Context: an optimization exercise on an open-source flow, tuned for small area, a short achievable clock period and few clock cycles. The choices shown serve that exercise and are no tape-out recipe.
RTL that was checked went through simulation tests only; none was proved equivalent to the original.
Function not checked in runs 2 to 4: the RTL went through the layout flow alone.

==> flow/design.v, too long to show whole: its modules and the start of the top module <==
// module CONV: 3922 lines
// module FA3: 4 lines
// module HA2: 4 lines
module CONV(
	input		clk,
	input		reset,
	output	reg	busy,
	input		ready,
	output	reg [11:0]	iaddr,
	input	signed [19:0] idata,
	output	 reg cwr,
	output	 reg [11:0]	caddr_wr,
	output	 reg [19:0]	cdata_wr,
	output	 reg	crd,
	output	 reg [11:0]	caddr_rd,
	input	 [19:0]	cdata_rd,
	output reg 	[2:0] 	csel
	);
  // ...
==> flow/flow/run.sh <==
#!/bin/bash
# The standard layout (the standard.sh, unchanged synthesis and steps),
# with the timing repair asked for extra setup slack (SETUP_SLACK_MARGIN) so
# that the resizer also speeds up paths that already meet the 10 ns clock.
# The clock period and constraints are the design's. make's output goes to
# flow_standard.log; each ORFS step also logs under orfs/logs/.
set -euo pipefail
bash standard.sh SETUP_SLACK_MARGIN=6.7 finish > flow_standard.log 2>&1
==> flow/standard.sh <==
#!/bin/bash
# synth_recipe.tcl (not shown) runs the flow's synth.tcl, then flattens the netlist and writes it again
# the make line also repeats each setting of config.mk as NAME=value (left out here)
make -C /OpenROAD-flow-scripts/flow DESIGN_CONFIG=/design/flow/config.mk WORK_HOME=/design/flow/orfs CLKGATE_MAP_FILE= SYNTH_SCRIPT=/design/flow/synth_recipe.tcl "${@:-finish}"
==> flow/config.mk <==
export PLATFORM = sky130hd
export DESIGN_NAME = CONV
export DESIGN_NICKNAME = CONV
export VERILOG_FILES = /design/flow/design.v
export SDC_FILE = /design/flow/constraint.sdc
export NUM_CORES = 4
export LEC_CHECK = 0
export CAP_MARGIN = 20
export CORE_MARGIN = 2
export CORE_UTILIZATION = 65
export CTS_CLUSTER_DIAMETER = 100
export CTS_CLUSTER_SIZE = 25
export SLEW_MARGIN = 40
export SYNTH_HIERARCHICAL = 1
==> flow/constraint.sdc <==
create_clock -name core_clock -period 10.0 [get_ports {clk}]
set_input_delay 2.0000 -clock core_clock [delete_from_list [all_inputs] [get_ports {clk}]]
set_output_delay 2.0000 -clock core_clock [all_outputs]
set_load 0.01 [all_outputs]
==> implementation parameters, run 1 <==
Parameter                              Value

Outcome
  Outcome    finished clean

Synth
  Adder-cell share of the synthesized area    0.477
  Avg Cell Area, Syn    about 16 um2
  Main flop type after synthesis    dfxtp_1
  Fraction of post-synthesis cell area in the top cell type by area    0.445
  Summed instance area of the synthesized netlist    43500 um2
  Yosys top cell by area    fa_1
  Share of synthesized flip-flops with an asynchronous set or reset    0.0757
  Number of enable flip-flop cells after synthesis    40

Floorplanning
  Core Area    between 60000 and 70000 um2
  DIE HEIGHT    263 um

Clock network
  Total clock sinks    885

STA
  Period utilisation layout    0.334
  Measured slew at the worst slew-check pin    0.914 ns
  Setup WS post-layout    6.66 ns
  Setup repair after global routing missed its margin    yes
  Final worst clock skew    0.0368 ns

Global route
  Largest net degree at the start of global routing    68

Placement
  Post-Place Setup Slack    6.24 ns

Final layout
  Seq/total area    0.392
  Layout clock buffer count    54
  Number of combinational gates with multiple inputs    1560
  Most common cell after layout, fill and taps aside    fa_1
  Ant. Diodes    2

Critical path
  Crit. End Element    flop
  Kind of cell with the highest combined delay on the critical path    adder cells

Routing
  Routed length per instance    between 30 and 40 um
  Vias per cell    6.05
  Highest signal layer in the routed design    met5

Min path
  Worst hold endpoint    sr10[17]

Job
  Max cap viols    0
Testbench counts, summed over its fixed seeds: cycles 83,824.
==> run 2: changes to the inputs <==
--- a/flow/design.v
+++ b/flow/design.v
@@ -2383,45 +2383,18 @@
 wire t2133;
 wire t2134;
 wire t2135;
 wire t2136;
 wire t2137;
 wire t2138;
 wire t2139;
 wire t2140;
-reg r9_0_0;
-reg r9_1_0;
-reg r9_1_1;
-reg r9_2_0;
-reg r9_3_0;
-reg r9_3_1;
-reg r9_4_0;
-reg r9_5_0;
-reg r9_5_1;
-reg r9_6_0;
-reg r9_6_1;
-reg r9_7_0;
-reg r9_7_1;
-reg r9_8_0;
-reg r9_8_1;
-reg r9_9_0;
-reg r9_9_1;
-reg r9_10_0;
-reg r9_10_1;
-reg r9_11_0;
-reg r9_11_1;
-reg r9_12_0;
-reg r9_12_1;
-reg r9_13_0;
-reg r9_13_1;
-reg r9_14_0;
-reg r9_14_1;
-reg r9_15_0;
-reg r9_15_1;
+wire [16:0] lows;
+reg lowc;
 reg r9_16_0;
 reg r9_16_1;
 reg r9_17_0;
 reg r9_17_1;
 reg r9_18_0;
 reg r9_18_1;
 reg r9_19_0;
 reg r9_19_1;
@@ -3781,45 +3754,18 @@
 FA3 ut2132(.a(t2131), .b(t2043), .c(t2041), .s(t2132), .co(t2133));
 assign t2134 = t2046 ^ t2044;
 assign t2135 = t2046 | t2044;
 assign t2136 = t2048 ^ t2047;
 assign t2137 = t2048 | t2047;
 assign t2138 = ~t2049;
 assign t2139 = t2050 ^ t2138;
 assign t2140 = t2050 | t2138;
-always @(posedge clk) r9_0_0 <= r5_0_0;
-always @(posedge clk) r9_1_0 <= r5_1_0;
-always @(posedge clk) r9_1_1 <= r5_1_1;
-always @(posedge clk) r9_2_0 <= t2053;
-always @(posedge clk) r9_3_0 <= r5_3_0;
-always @(posedge clk) r9_3_1 <= t2054;
-always @(posedge clk) r9_4_0 <= t2056;
-always @(posedge clk) r9_5_0 <= t2058;
-always @(posedge clk) r9_5_1 <= t2057;
-always @(posedge clk) r9_6_0 <= t2061;
-always @(posedge clk) r9_6_1 <= t2059;
-always @(posedge clk) r9_7_0 <= t2064;
-always @(posedge clk) r9_7_1 <= t2062;
-always @(posedge clk) r9_8_0 <= t2066;
-always @(posedge clk) r9_8_1 <= t2065;
-always @(posedge clk) r9_9_0 <= t2069;
-always @(posedge clk) r9_9_1 <= t2067;
-always @(posedge clk) r9_10_0 <= t2072;
-always @(posedge clk) r9_10_1 <= t2070;
-always @(posedge clk) r9_11_0 <= t2075;
-always @(posedge clk) r9_11_1 <= t2073;
-always @(posedge clk) r9_12_0 <= t2078;
-always @(posedge clk) r9_12_1 <= t2076;
-always @(posedge clk) r9_13_0 <= t2080;
-always @(posedge clk) r9_13_1 <= t2079;
-always @(posedge clk) r9_14_0 <= t2083;
-always @(posedge clk) r9_14_1 <= t2081;
-always @(posedge clk) r9_15_0 <= t2086;
-always @(posedge clk) r9_15_1 <= t2084;
+assign lows = {1'b0, t2086, ~t2083, ~t2080, ~t2078, t2075, t2072, t2069, ~t2066, t2064, t2061, t2058, ~t2056, r5_3_0, ~t2053, r5_1_0, ~r5_0_0} + {1'b0, ~t2084, ~t2081, t2079, t2076, t2073, t2070, t2067, t2065, t2062, t2059, ~t2057, 1'b0, t2054, 1'b0, ~r5_1_1, 1'b0};
+always @(posedge clk) lowc <= lows[16];
 always @(posedge clk) r9_16_0 <= t2089;
 always @(posedge clk) r9_16_1 <= t2087;
 always @(posedge clk) r9_17_0 <= t2091;
 always @(posedge clk) r9_17_1 <= t2090;
 always @(posedge clk) r9_18_0 <= t2093;
 always @(posedge clk) r9_18_1 <= t2092;
 always @(posedge clk) r9_19_0 <= t2096;
 always @(posedge clk) r9_19_1 <= t2094;
@@ -3854,20 +3800,20 @@
 always @(posedge clk) r9_34_0 <= t2134;
 always @(posedge clk) r9_34_1 <= t2133;
 always @(posedge clk) r9_35_0 <= t2136;
 always @(posedge clk) r9_35_1 <= t2135;
 always @(posedge clk) r9_36_0 <= t2139;
 always @(posedge clk) r9_36_1 <= t2137;
 always @(posedge clk) r9_37_0 <= t2051;
 always @(posedge clk) r9_37_1 <= t2140;
-wire [37:0] fa = {r9_37_0, r9_36_0, r9_35_0, r9_34_0, ~r9_33_0, ~r9_32_0, r9_31_0, r9_30_0, ~r9_29_0, ~r9_28_0, ~r9_27_0, r9_26_0, r9_25_0, r9_24_0, r9_23_0, r9_22_0, ~r9_21_0, r9_20_0, r9_19_0, r9_18_0, ~r9_17_0, r9_16_0, r9_15_0, ~r9_14_0, ~r9_13_0, ~r9_12_0, r9_11_0, r9_10_0, r9_9_0, ~r9_8_0, r9_7_0, r9_6_0, r9_5_0, ~r9_4_0, r9_3_0, ~r9_2_0, r9_1_0, ~r9_0_0};
-wire [37:0] fb = {~r9_37_1, ~r9_36_1, ~r9_35_1, ~r9_34_1, ~r9_33_1, r9_32_1, r9_31_1, r9_30_1, r9_29_1, ~r9_28_1, r9_27_1, r9_26_1, r9_25_1, r9_24_1, r9_23_1, ~r9_22_1, r9_21_1, r9_20_1, r9_19_1, r9_18_1, r9_17_1, r9_16_1, ~r9_15_1, ~r9_14_1, r9_13_1, r9_12_1, r9_11_1, r9_10_1, r9_9_1, r9_8_1, r9_7_1, r9_6_1, ~r9_5_1, 1'b0, r9_3_1, 1'b0, ~r9_1_1, 1'b0};
-wire [37:0] tsum = fa + fb;
-wire [19:0] l0v = tsum[37] ? 20'd0 : tsum[35:16];
+wire [37:0] fa = {r9_37_0, r9_36_0, r9_35_0, r9_34_0, ~r9_33_0, ~r9_32_0, r9_31_0, r9_30_0, ~r9_29_0, ~r9_28_0, ~r9_27_0, r9_26_0, r9_25_0, r9_24_0, r9_23_0, r9_22_0, ~r9_21_0, r9_20_0, r9_19_0, r9_18_0, ~r9_17_0, r9_16_0, 1'b0, 1'b0, 1'b0, 1'b0, 1'b0, 1'b0, 1'b0, 1'b0, 1'b0, 1'b0, 1'b0, 1'b0, 1'b0, 1'b0, 1'b0, 1'b0};
+wire [37:0] fb = {~r9_37_1, ~r9_36_1, ~r9_35_1, ~r9_34_1, ~r9_33_1, r9_32_1, r9_31_1, r9_30_1, r9_29_1, ~r9_28_1, r9_27_1, r9_26_1, r9_25_1, r9_24_1, r9_23_1, ~r9_22_1, r9_21_1, r9_20_1, r9_19_1, r9_18_1, r9_17_1, r9_16_1, 1'b0, 1'b0, 1'b0, 1'b0, 1'b0, 1'b0, 1'b0, 1'b0, 1'b0, 1'b0, 1'b0, 1'b0, 1'b0, 1'b0, 1'b0, 1'b0};
+wire [21:0] tsum = fa[37:16] + fb[37:16] + {21'd0, lowc};
+wire [19:0] l0v = tsum[21] ? 20'd0 : tsum[19:0];
 wire        l0go = vp[2];
 reg  [11:0] oc;          
 reg         l0done;      
 reg  [11:0] rc;          
 reg         rdone;       
 reg         rv1, rl1, rf1;   
 reg         rv, rl, rf;      
 reg  [19:0] rq;          
==> implementation parameters, run 2 <==
Parameter                              Value

Min path
  Worst hold endpoint    sr10[12]
  Type of the most critical hold path    reg2reg
  Hold Path Cell Cnt    0
  HP Start    sr9[12]

Critical path
  Worst Reg-to-Reg Cells    6
  Launching instance or port of the critical path    sr2[14]
  Start of the worst register-to-register path    sr2[14]
  Worst endpoint required time    ~11 ns
  Critical path class    reg2reg
  Crit. End Element    flop
  Critical Path Source Type    flop
  FF-to-FF setup slack    6.65 ns
  WP data arrival    3.85 ns
  Worst R2R End    r5_15_5
  Worst Path Max Fanout    8

Routing
  Post-detailed-routing wire length    117 mm
  DRC viols    0
  Antenna Violating Nets Remaining    0
  Vias per cell    5.89 (-2.7%)
  Overall via count from detail_route    21600
  Iteration-0 DRC count of the detailed router    2202
  Pre-antenna DRT Iters    7
  Routed length per instance    31.8 um (-3.7%)

Final layout
  Finished Layout Cells    ~3700
  Proportion of layout cells with a drive suffix above 1    0.109
  Final-layout fill cell count    4115
  Post-layout nets    3907
  Area used by sequential logic in the layout    18400 um2
  Most common cell after layout, fill and taps aside    fa_1
  Highest-count cells in the layout ignoring fill and taps    966 x fa_1, 592 x dfxtp_1, 238 x inv_1
  Layout area overhead    9.29%
  Core Util, Final    0.714
  Ant. Diodes    0 (-2)
  Footprint of the multi-input gates    between 20000 and 25000 um2

Global route
  Overall fraction of global-route tracks in use    0.361
  Antenna violations before repair    4
  Largest net degree at the start of global routing    68 (unchanged)
  Number of global-route vias before repair    24300
  First-pass GRT wire length    approximately 170 mm
  Leftover overflow at the end of global routing    0

Synth
  Main flop type after synthesis    dfxtp_1
  Top cells by count, synth    970 x fa_1, 751 x dfxtp_1, 239 x inv_1
  Yosys top cell by area    fa_1
  Top post-synthesis cells by area    fa_1 45%, dfxtp_1 35%, dfrtp_1 3.9%
  Summed instance area of the synthesized netlist    42800 um2 (-1.7%)
  Share of synthesized area occupied by flip-flops and latches    0.419
  Fraction of post-synthesis cell area in the top cell type by area    0.454 (+0.00863)
  Post-synth net total    roughly 3700
  Cell with the most instances after synthesis    fa_1
  Avg Cell Area, Syn    16.3 um2 (+1.6%)
  Number of enable flip-flop cells after synthesis    40 (unchanged)
  Number of distinct library cell variants in the gate-level netlist after synthesis    66
  Share of synthesized flip-flops with an asynchronous set or reset    0.0781 (+0.00238)
  Count of synthesis-stage warnings from yosys    7
  Cells after Synth    between 2000 and 3000
  Number of storage elements in the synthesis netlist    ~860

Clock network
  CTS Buf Count    43
  Clock-pin slew of the registers on the worst-case setup and hold paths    0.11 ns
  Clock root buffer master    clkbuf_16
  CTS tree    built
  Cts-stage hold buffer count    0
  H-tree levels    2
  Clock latency at the later pin of the worst-skew pair    0.64 ns
  Buffers from clock root to sink, at most    3
  Total clock sinks    858 (-3.1%)

Floorplanning
  Die outline area    between 60000 and 70000 um2
  Cell Rows    94
  Core Area    65500 um2 (-0.71%)
  Top Ports    between 100 and 150
  Effective utilization at floorplan    0.653
  DIE HEIGHT    261 um (-0.84%)
  Horiz. Die Dim    261 um

STA
  Setup repair after global routing missed its margin    yes
  Worst-case headroom to the max-slew limit    0.446
  Final period demand of the worst path    3.35 ns
  Sum of negative setup slack    0 ns
  Final Max Slew Viols    0
  Peak Freq    0.299 GHz
  Final worst clock skew    0.0420 ns (+0.00522 ns)
  Final setup violation count    0
  Setup WS post-layout    6.65 ns (-0.0111 ns)
  Measured slew at the worst slew-check pin    0.830 ns (-0.0845 ns)
  Period utilisation layout    0.335 (+0.00111)
  Number of endpoints with negative hold slack in the final report    0

Placement
  Placer's final routability congestion estimate    1.04
  Post-Place Setup Slack    6.23 ns (-0.0136 ns)
  HPWL after detailed placement    91.7 mm
  Buffers on Ports    102
  Cell total after placement    3571

Outcome
  Outcome    finished clean

Job
  Max cap viols    0 (unchanged)
## run 2: worst max-delay path by stage
stage | endpoint | cells after the start
after floorplan | r5_10_2 | 6
after CTS | r5_15_5 | 6
after global routing | r5_15_5 | 6
final | r5_15_5 | 6
after detailed placement | r5_15_5 | 6
after global placement | r5_15_5 | 6
## run 2: layout make-up
class                      instances  share of cell area
clock buffer                      54              0.0241
clock inverter                    10             0.00334
inverter                         239              0.0193
multi-input combinational       1504               0.510
sequential                       858               0.394
tap                              864              0.0231
timing repair buffer             138              0.0269
## run 2: cell families (layout without fill, tap and decap cells)
logic type / count (synthesis) / after routing / share of synthesized area
buffers and inverters: 264 / 441 / 0.0252
flip-flops: 858 / 858 / 0.419
adder cells (fa/ha/maj): 1080 / 1080 / 0.486
AND/OR/NAND/NOR: 180 / 180 / 0.0222
AO/OA/AOI/OAI: 124 / 124 / 0.0197
multiplexers: 52 / 52 / 0.0149
XOR/XNOR: 66 / 66 / 0.0135
other: 2 / 2 / 0.000175
## run 2: stage by stage
step | instance area [um2] | hold slack, ns
6_report | 46800 | 0.305
4_1_cts | 46300 | 0.313
3_5_place_dp | 44800 | 0.312
2_1_floorplan | 42800 | 0.310
3_3_place_gp | 44800 | 0.310
5_1_grt | 46800 | 0.325
## run 2: Yosys stat by module (local to each module, per instance)
| module | area, um2 | flip-flops and latches | cells inside |
|---|---|---|---|
| CONV | 23200 | 858 | 1642 |
| HA2 | 12.5 | 0 | 1 |
| FA3 | 20.0 | 0 | 1 |
## run 2: repair_timing
action                                  4_1_cts  5_1_grt
setup buffers                                 1       31
endpoints found under the setup margin      191       46
pin swaps                                     0        1
gates resized for setup                     239       74
## run 2: per-layer routing
metal | wire length, um | share of wire | GRT usage
met4 | 4390 | 0.038 | 0.126
met1 | 45300 | 0.39 | 0.495
met2 | 52300 | 0.45 | 0.536
met5 | 0 | 0 | 0
met3 | 14700 | 0.13 | 0.139
## run 2: worst max-delay path: stages (launching register included)
cell and delay (ns):
dfxtp_4 0.54, fa_1 0.48, fa_1 0.48, fa_1 0.70, inv_1 0.11, fa_1 0.51
fa_1 0.41
==> run 3: changes to the inputs <==
--- a/flow/config.mk
+++ b/flow/config.mk
@@ -10,5 +10,5 @@
 export CORE_UTILIZATION = 65
 export CTS_CLUSTER_DIAMETER = 100
 export CTS_CLUSTER_SIZE = 25
-export SLEW_MARGIN = 40
+export SLEW_MARGIN = 20
 export SYNTH_HIERARCHICAL = 1
==> implementation parameters, run 3 <==
Parameter                              Value

Outcome
  Outcome    finished clean

Synth
  Avg Cell Area, Syn    16.3 um2 (unchanged)
  Complex-gate fraction of the synthesized area    0.0197 (unchanged)
  Largest family of logic cells by synthesized area    adder cells
  Count of synthesis-stage warnings from yosys    7 (unchanged)
  Number of storage elements in the synthesis netlist    858 (unchanged)
  Share of synthesized flip-flops with an asynchronous set or reset    0.0781 (unchanged)
  Post-synth net total    3749 (unchanged)
  Cell with the most instances after synthesis    fa_1
  Top cells by count, synth    970 x fa_1, 751 x dfxtp_1, 239 x inv_1
  Share of synthesized area occupied by flip-flops and latches    0.419 (unchanged)
  Number of distinct library cell variants in the gate-level netlist after synthesis    66 (unchanged)
  Main flop type after synthesis    dfxtp_1
  Fraction of post-synthesis cell area in the top cell type by area    0.454 (unchanged)
  Yosys top cell by area    fa_1
  Summed instance area of the synthesized netlist    42800 um2 (unchanged)
  Synth Area in Simple Gates    0.0222 (unchanged)
  Multiplexer share of the synthesized area    0.0149 (unchanged)
  Cells after Synth    2626 (unchanged)
  Adder-cell share of the synthesized area    0.486 (unchanged)
  Top post-synthesis cells by area    fa_1 45%, dfxtp_1 35%, dfrtp_1 3.9%
  Post-synthesis share of cell area spent on xor and xnor gates    0.0135 (unchanged)
  Number of enable flip-flop cells after synthesis    40 (unchanged)

Min path
  Type of the most critical hold path    reg2reg
  Hold Path Cell Cnt    0 (unchanged)
  Worst hold endpoint    sr10[12]
  HP Start    sr9[12]

Critical path
  Start of the worst register-to-register path    sr11[15]
  Worst Reg-to-Reg Cells    6 (unchanged)
  CP Buf/Inv Count    1 (unchanged)
  WP data arrival    3.80 ns (-0.05 ns)
  Critical path's most frequent cell    fa_1
  Kind of cell with the highest combined delay on the critical path    adder cells
  Slowest stage delay, CP    0.61 ns (-0.09 ns)
  Ordered cell list for the critical path    fa_1 -> fa_1 -> fa_1 -> inv_1 -> fa_1 -> fa_1
  Crit. End Element    flop
  Critical path class    reg2reg
  Worst endpoint required time    10.50 ns (about the same)
  Critical Path Source Type    flop
  Worst R2R End    r5_22_5
  Worst path slowest cell    fa_1
  Worst Path Max Fanout    6 (-2)
  FF-to-FF setup slack    6.70 ns (+0.05 ns)

Final layout
  Finished Layout Cells    3690 (+0.63%)
  Highest-count cells in the layout ignoring fill and taps    964 x fa_1, 591 x dfxtp_1, 238 x inv_1
  Ant. Diodes    0 (unchanged)
  Most common cell after layout, fill and taps aside    fa_1
  Post-layout nets    3929 (+0.56%)
  Layout area overhead    9.95%
  Proportion of layout cells with a drive suffix above 1    0.117 (+0.00796)

Routing
  Antenna Violating Nets Remaining    0 (unchanged)
  Vias per cell    5.88 (-0.22%)
  Overall via count from detail_route    21700 (+0.41%)
  DRC viols    0 (unchanged)
  Pre-antenna DRT Iters    8 (+1)
  Post-detailed-routing wire length    117 mm (+0.47%)
  Iteration-0 DRC count of the detailed router    2237 (+1.6%)
  Routed length per instance    31.8 um (-0.16%)

Floorplanning
  DIE HEIGHT    261 um (unchanged)
  Cell Rows    94 (unchanged)
  Core Area    65500 um2 (unchanged)
  Effective utilization at floorplan    0.653 (unchanged)
  Die outline area    67900 um2 (unchanged)
  Horiz. Die Dim    261 um (unchanged)
  Top Ports    105 (unchanged)

STA
  Hold Slack    0.310 ns (+0.00497 ns)
  Peak Freq    0.303 GHz (+1.6%)
  Measured slew at the worst slew-check pin    0.896 ns (+0.0667 ns)
  Sum of negative setup slack    0 ns (unchanged)
  Final Max Slew Viols    0 (unchanged)
  Number of endpoints with negative hold slack in the final report    0 (unchanged)
  Final worst clock skew    0.0453 ns (+0.00327 ns)
  Final period demand of the worst path    3.30 ns (-0.0513 ns)
  Worst-case headroom to the max-slew limit    0.402 (-0.0437)
  Setup repair after global routing missed its margin    no
  Setup WS post-layout    6.70 ns (+0.0513 ns)
  Period utilisation layout    0.330 (-0.00513)
  Final setup violation count    0 (unchanged)

Clock network
  Clock-pin slew of the registers on the worst-case setup and hold paths    0.11 ns (about the same)
  CTS Buf Count    43 (unchanged)
  Clock root buffer master    clkbuf_16
  CTS tree    built
  Clock latency at the later pin of the worst-skew pair    0.64 ns (about the same)
  Buffers from clock root to sink, at most    3 (unchanged)
  Total clock sinks    858 (unchanged)
  Cts-stage hold buffer count    0 (unchanged)
  H-tree levels    2 (unchanged)

Global route
  Overall fraction of global-route tracks in use    0.363 (+0.00248)
  Met1 global-route usage    0.502 (+0.00746)
  First-pass GRT wire length    169 mm (+0.85%)
  Met2 Track Usage GR    0.546 (+0.00997)
  Largest net degree at the start of global routing    68 (unchanged)
  Highest-utilization routing layer at the global route stage    met2
  Antenna violations before repair    8 (+4)
  Leftover overflow at the end of global routing    0 (unchanged)
  Number of global-route vias before repair    24300 (+0.14%)
  GR Layer Usage met3    0.131 (-0.00864)

Placement
  Post-Place Setup Slack    6.11 ns (-0.116 ns)
  HPWL after detailed placement    91.8 mm (about the same)
  Placer's final routability congestion estimate    1.04 (unchanged)
  Buffers on Ports    102 (unchanged)
  Cell total after placement    3571 (unchanged)

Job
  Max cap viols    0 (unchanged)
run 3: cell counts after synthesis:
Identical to the previous run, type by type.
run 3: cell families (layout without fill, tap and decap cells):
| family | after synthesis | count (layout) |
|---|---|---|
| XOR/XNOR | 66 | 66 |
| adder cells (fa/ha/maj) | 1080 | 1080 |
| flip-flops | 858 | 858 |
| AND/OR/NAND/NOR | 180 | 180 |
| buffers and inverters | 264 | 464 |
| multiplexers | 52 | 52 |
| other | 2 | 2 |
| AO/OA/AOI/OAI | 124 | 124 |
run 3: area by class of cell:
type / count / area [um2]
Clock buffer: 52 / 1110
Clock inverter: 13 / 190
Fill cell: 4125 / 18500
Inverter: 239 / 901
Multi-Input combinational cell: 1504 / 23800
Sequential cell: 858 / 18400
Tap cell: 864 / 1080
Timing Repair Buffer: 160 / 1490
run 3: layer usage:
metal,up-vias,share of wire
li1,8530,-
met1,11600,0.39
met2,1296,0.45
met3,251,0.12
met4,2,0.037
met5,-,0.00010
run 3: worst max-delay path by stage:
stage          slack (ns)      from  depth (start not counted)  endpoint
3_3_place_gp         6.15    sr2[4]                          6   r5_15_5
3_5_place_dp         6.11  sr12[10]                          6   r5_11_1
4_1_cts              6.68    sr0[4]                          6   r5_11_1
6_report             6.70  sr11[15]                          6   r5_22_5
5_1_grt              6.69  sr20[13]                          6   r5_14_4
2_1_floorplan        6.79  sr12[10]                          6   r5_10_2
run 3: what timing repair did:
action | in CTS | in global routing
setup endpoints to repair | 198 | 47
pin swaps | 0 | 2
endpoints found under the hold margin | 0 | 0
setup buffers | 8 | 46
gates resized for setup | 296 | 69
run 3: through the flow:
stage                      util  cell area, um2
final                     0.718           47100
after CTS                 0.709           46500
after global placement    0.683           44800
after floorplan               -           42800
after detailed placement  0.683           44800
after global routing      0.718           47100
run 3: modules after synthesis, one instance, submodules excluded:
module / times used / area, um2
HA2: 17 / 12.5
FA3: 967 / 20.0
CONV: 1 / 23200
==> run 4: changes to the inputs <==
==> flow/flow/run.sh (replaced) <==
#!/bin/bash
set -euo pipefail
export BUFFER_PORTS_ARGS="-buffer_cell sky130_fd_sc_hd__buf_1"
bash standard.sh SETUP_SLACK_MARGIN=6.7 finish > flow_standard.log 2>&1
--- a/flow/config.mk
+++ b/flow/config.mk
@@ -10,5 +10,5 @@
 export CORE_UTILIZATION = 65
 export CTS_CLUSTER_DIAMETER = 100
 export CTS_CLUSTER_SIZE = 25
-export SLEW_MARGIN = 20
+export SLEW_MARGIN = 40
 export SYNTH_HIERARCHICAL = 1
==> implementation parameters, run 4 <==
Parameter                              Value

Final layout
  Proportion of layout cells with a drive suffix above 1    0.130 (+0.0126)
  Finished Layout Cells    3724 (+0.92%)
  Final-layout fill cell count    4184 (+1.4%)
  Area used by sequential logic in the layout    18400 um2 (about the same)
  Post-route design area    46800 um2 (-0.46%)
  Most common cell after layout, fill and taps aside    fa_1
  Highest-count cells in the layout ignoring fill and taps    961 x fa_1, 588 x dfxtp_1, 236 x inv_1
  Ant. Diodes    0 (unchanged)
  Footprint of the multi-input gates    23800 um2 (about the same)
  Post-layout nets    3963 (+0.87%)
  Layout area overhead    9.45%

Critical path
  Kind of cell with the highest combined delay on the critical path    adder cells
  Crit. End Element    flop
  Critical path's most frequent cell    fa_1
  Worst Path Max Fanout    8 (+2)
  WP data arrival    3.79 ns (about the same)
  Slowest stage delay, CP    0.54 ns (-0.07 ns)
  Ordered cell list for the critical path    buf_4 -> fa_1 -> fa_1 -> fa_1 -> inv_1 -> fa_1 -> fa_1
  Worst endpoint required time    10.48 ns (-0.02 ns)
  Critical Path Source Type    flop
  Worst path slowest cell    fa_1
  CP Buf/Inv Count    2 (+1)
  Critical path class    reg2reg

Min path
  Type of the most critical hold path    reg2reg

Synth
  Synth Area in Simple Gates    0.0222 (unchanged)
  Largest family of logic cells by synthesized area    adder cells
  Cells after Synth    2626 (unchanged)
  Complex-gate fraction of the synthesized area    0.0197 (unchanged)
  Share of synthesized area occupied by flip-flops and latches    0.419 (unchanged)
  Top post-synthesis cells by area    fa_1 45%, dfxtp_1 35%, dfrtp_1 3.9%
  Avg Cell Area, Syn    16.3 um2 (unchanged)
  Share of synthesized flip-flops with an asynchronous set or reset    0.0781 (unchanged)
  Number of distinct library cell variants in the gate-level netlist after synthesis    66 (unchanged)
  Yosys top cell by area    fa_1
  Multiplexer share of the synthesized area    0.0149 (unchanged)
  Count of synthesis-stage warnings from yosys    7 (unchanged)
  Top cells by count, synth    970 x fa_1, 751 x dfxtp_1, 239 x inv_1
  Cell with the most instances after synthesis    fa_1
  Number of enable flip-flop cells after synthesis    40 (unchanged)
  Fraction of post-synthesis cell area in the top cell type by area    0.454 (unchanged)
  Post-synth net total    3749 (unchanged)
  Number of storage elements in the synthesis netlist    858 (unchanged)
  Main flop type after synthesis    dfxtp_1
  Summed instance area of the synthesized netlist    42800 um2 (unchanged)
  Post-synthesis share of cell area spent on xor and xnor gates    0.0135 (unchanged)
  Adder-cell share of the synthesized area    0.486 (unchanged)

Outcome
  Outcome    finished clean

STA
  Sum of negative setup slack    0 ns (unchanged)
  Setup WS post-layout    6.69 ns (-0.0114 ns)
  Peak Freq    0.302 GHz (-0.34%)
  Period utilisation layout    0.331 (+0.00114)
  Worst-case headroom to the max-slew limit    0.532 (+0.130)
  Setup repair after global routing missed its margin    yes
  Hold Slack    0.307 ns (-0.00308 ns)
  Final period demand of the worst path    3.31 ns (+0.0114 ns)
  Final setup violation count    0 (unchanged)
  Final worst clock skew    0.0389 ns (-0.00642 ns)
  Number of endpoints with negative hold slack in the final report    0 (unchanged)
  Final Max Slew Viols    0 (unchanged)
  Measured slew at the worst slew-check pin    0.702 ns (-0.195 ns)

Floorplanning
  Core Area    65500 um2 (unchanged)
  Horiz. Die Dim    261 um (unchanged)
  Effective utilization at floorplan    0.653 (unchanged)
  Cell Rows    94 (unchanged)
  DIE HEIGHT    261 um (unchanged)
  Die outline area    67900 um2 (unchanged)
  Top Ports    105 (unchanged)

Placement
  Cell total after placement    3571 (unchanged)
  Post-Place Setup Slack    6.29 ns (+0.182 ns)
  HPWL after detailed placement    91.4 mm (-0.38%)
  Buffers on Ports    102 (unchanged)
  Placer's final routability congestion estimate    1.02 (-1.8%)
  Standard cell area after detailed placement    44200 um2 (-1.3%)

Clock network
  Clock root buffer master    clkbuf_16
  Total clock sinks    858 (unchanged)
  H-tree levels    2 (unchanged)
  CTS tree    built
  CTS Buf Count    44 (+2.3%)
  Cts-stage hold buffer count    0 (unchanged)
  Clock-pin slew of the registers on the worst-case setup and hold paths    0.11 ns (about the same)
  Buffers from clock root to sink, at most    3 (unchanged)
  Clock latency at the later pin of the worst-skew pair    0.63 ns (about the same)

Routing
  Vias per cell    5.89 (+0.27%)
  Iteration-0 DRC count of the detailed router    2170 (-3.0%)
  Antenna Violating Nets Remaining    0 (unchanged)
  DRC viols    0 (unchanged)
  Pre-antenna DRT Iters    5 (-3)
  Routed length per instance    31.7 um (-0.25%)
  Post-detailed-routing wire length    118 mm (+0.67%)
  Overall via count from detail_route    22000 (+1.2%)

Job
  Max cap viols    0 (unchanged)

Global route
  Overall fraction of global-route tracks in use    0.363 (-0.000411)
  Largest net degree at the start of global routing    68 (unchanged)
  Number of global-route vias before repair    24200 (-0.21%)
  First-pass GRT wire length    168 mm (-0.45%)
  Antenna violations before repair    7 (-1)
  Leftover overflow at the end of global routing    0 (unchanged)
-- run 4: worst reg2reg max path: cells and delay by family (launching register included) --
kind / cells / cell delay (ns)
adder cells (fa/ha/maj): 5 / 2.32
buffers and inverters: 2 / 0.39
flip-flops: 1 / 0.47
-- run 4: through the flow --
step | utilization
5_1_grt | 0.715
2_1_floorplan | -
3_3_place_gp | 0.674
6_report | 0.715
4_1_cts | 0.702
3_5_place_dp | 0.674
-- run 4: what timing repair did --
item                                    4_1_cts  5_1_grt
pin swaps                                     0        7
endpoints found under the setup margin      131       52
endpoints found under the hold margin         0        0
gates cloned                                  0        0
buffers inserted                             13       74
gates resized for setup                     190       78
-- run 4: cells by family (layout without fill, tap and decap cells) --
kind of cell | count (synthesis) | in the layout
AOI/OAI and AO/OA | 124 | 124
xor gates and xnor gates | 66 | 66
adders and majority gates | 1080 | 1080
buffers and inverters | 264 | 498
DFF | 858 | 858
muxes | 52 | 52
other | 2 | 2
and+or+nand+nor | 180 | 180
-- run 4: area by class of cell --
| cell class | instances | share of cell area |
|---|---|---|
| Clock inverter | 10 | 0.00313 |
| Tap cell | 864 | 0.0231 |
| Multi-Input combinational cell | 1504 | 0.509 |
| Clock buffer | 56 | 0.0249 |
| Timing Repair Buffer | 193 | 0.0268 |
| Sequential cell | 858 | 0.394 |
| Inverter | 239 | 0.0192 |
-- run 4: per-module statistics from Yosys (local to each module, per instance) --
module / cells inside / copies in the design
FA3: 1 / 967
HA2: 1 / 17
CONV: 1642 / 1
-- run 4: layer usage --
layer | GRT usage | up-vias | wire length, um
met4 | 0.127 | 2 | 5080
met2 | 0.544 | 1307 | 52700
met1 | 0.509 | 11800 | 46700
met3 | 0.116 | 268 | 13400
li1 | - | 8610 | -
met5 | 0 | - | 13
-- run 4: path summary, 6_finish.rpt --
kind | from | to | slack, ns | depth (start not counted)
setup / recovery | sr2[10] | r5_22_5 | 6.69 | 7
hold / removal | sr9[11] | sr10[11] | 0.31 | 0
setup reg to reg | sr2[10] | r5_22_5 | 6.69 | 7
hold reg to reg | sr9[11] | sr10[11] | 0.31 | 0
max in group asynchronous | reset | rv | 8.00 | 3
min in group asynchronous | reset | rc[7] | 1.55 | 3

==> separate check: timing with driven ports <==
In the flow no input, the clock included, has a driving cell. The finished layouts below were timed again as built, in two steps. Step 1 assumes that a clkbuf_16 drives the clock port and a buf_2 every other input. Step 2 also shifts input and output timing later by t, the mid clock arrival at the registers, as if the neighbouring blocks saw the same clock. a / b / c = ideal ports / drivers / drivers and shift; a / b = the first two.
run | t (ns) | setup slack, ns | worst hold slack (ns) | worst setup path after step 2
run 1 | 0.693 | 6.662 / 6.662 / 6.662 | 0.316 / 0.316 / 0.316 | register to register
run 2 | 0.682 | 6.651 / 6.651 / 6.651 | 0.305 / 0.305 / 0.305 | register to register
run 3 | 0.686 | 6.703 / 6.686 / 6.703 | 0.310 / 0.310 / 0.310 | register to register
run 4 | 0.677 | 6.691 / 6.691 / 6.691 | 0.307 / 0.307 / 0.307 | register to register
After both steps setup and hold are still met in every run listed.
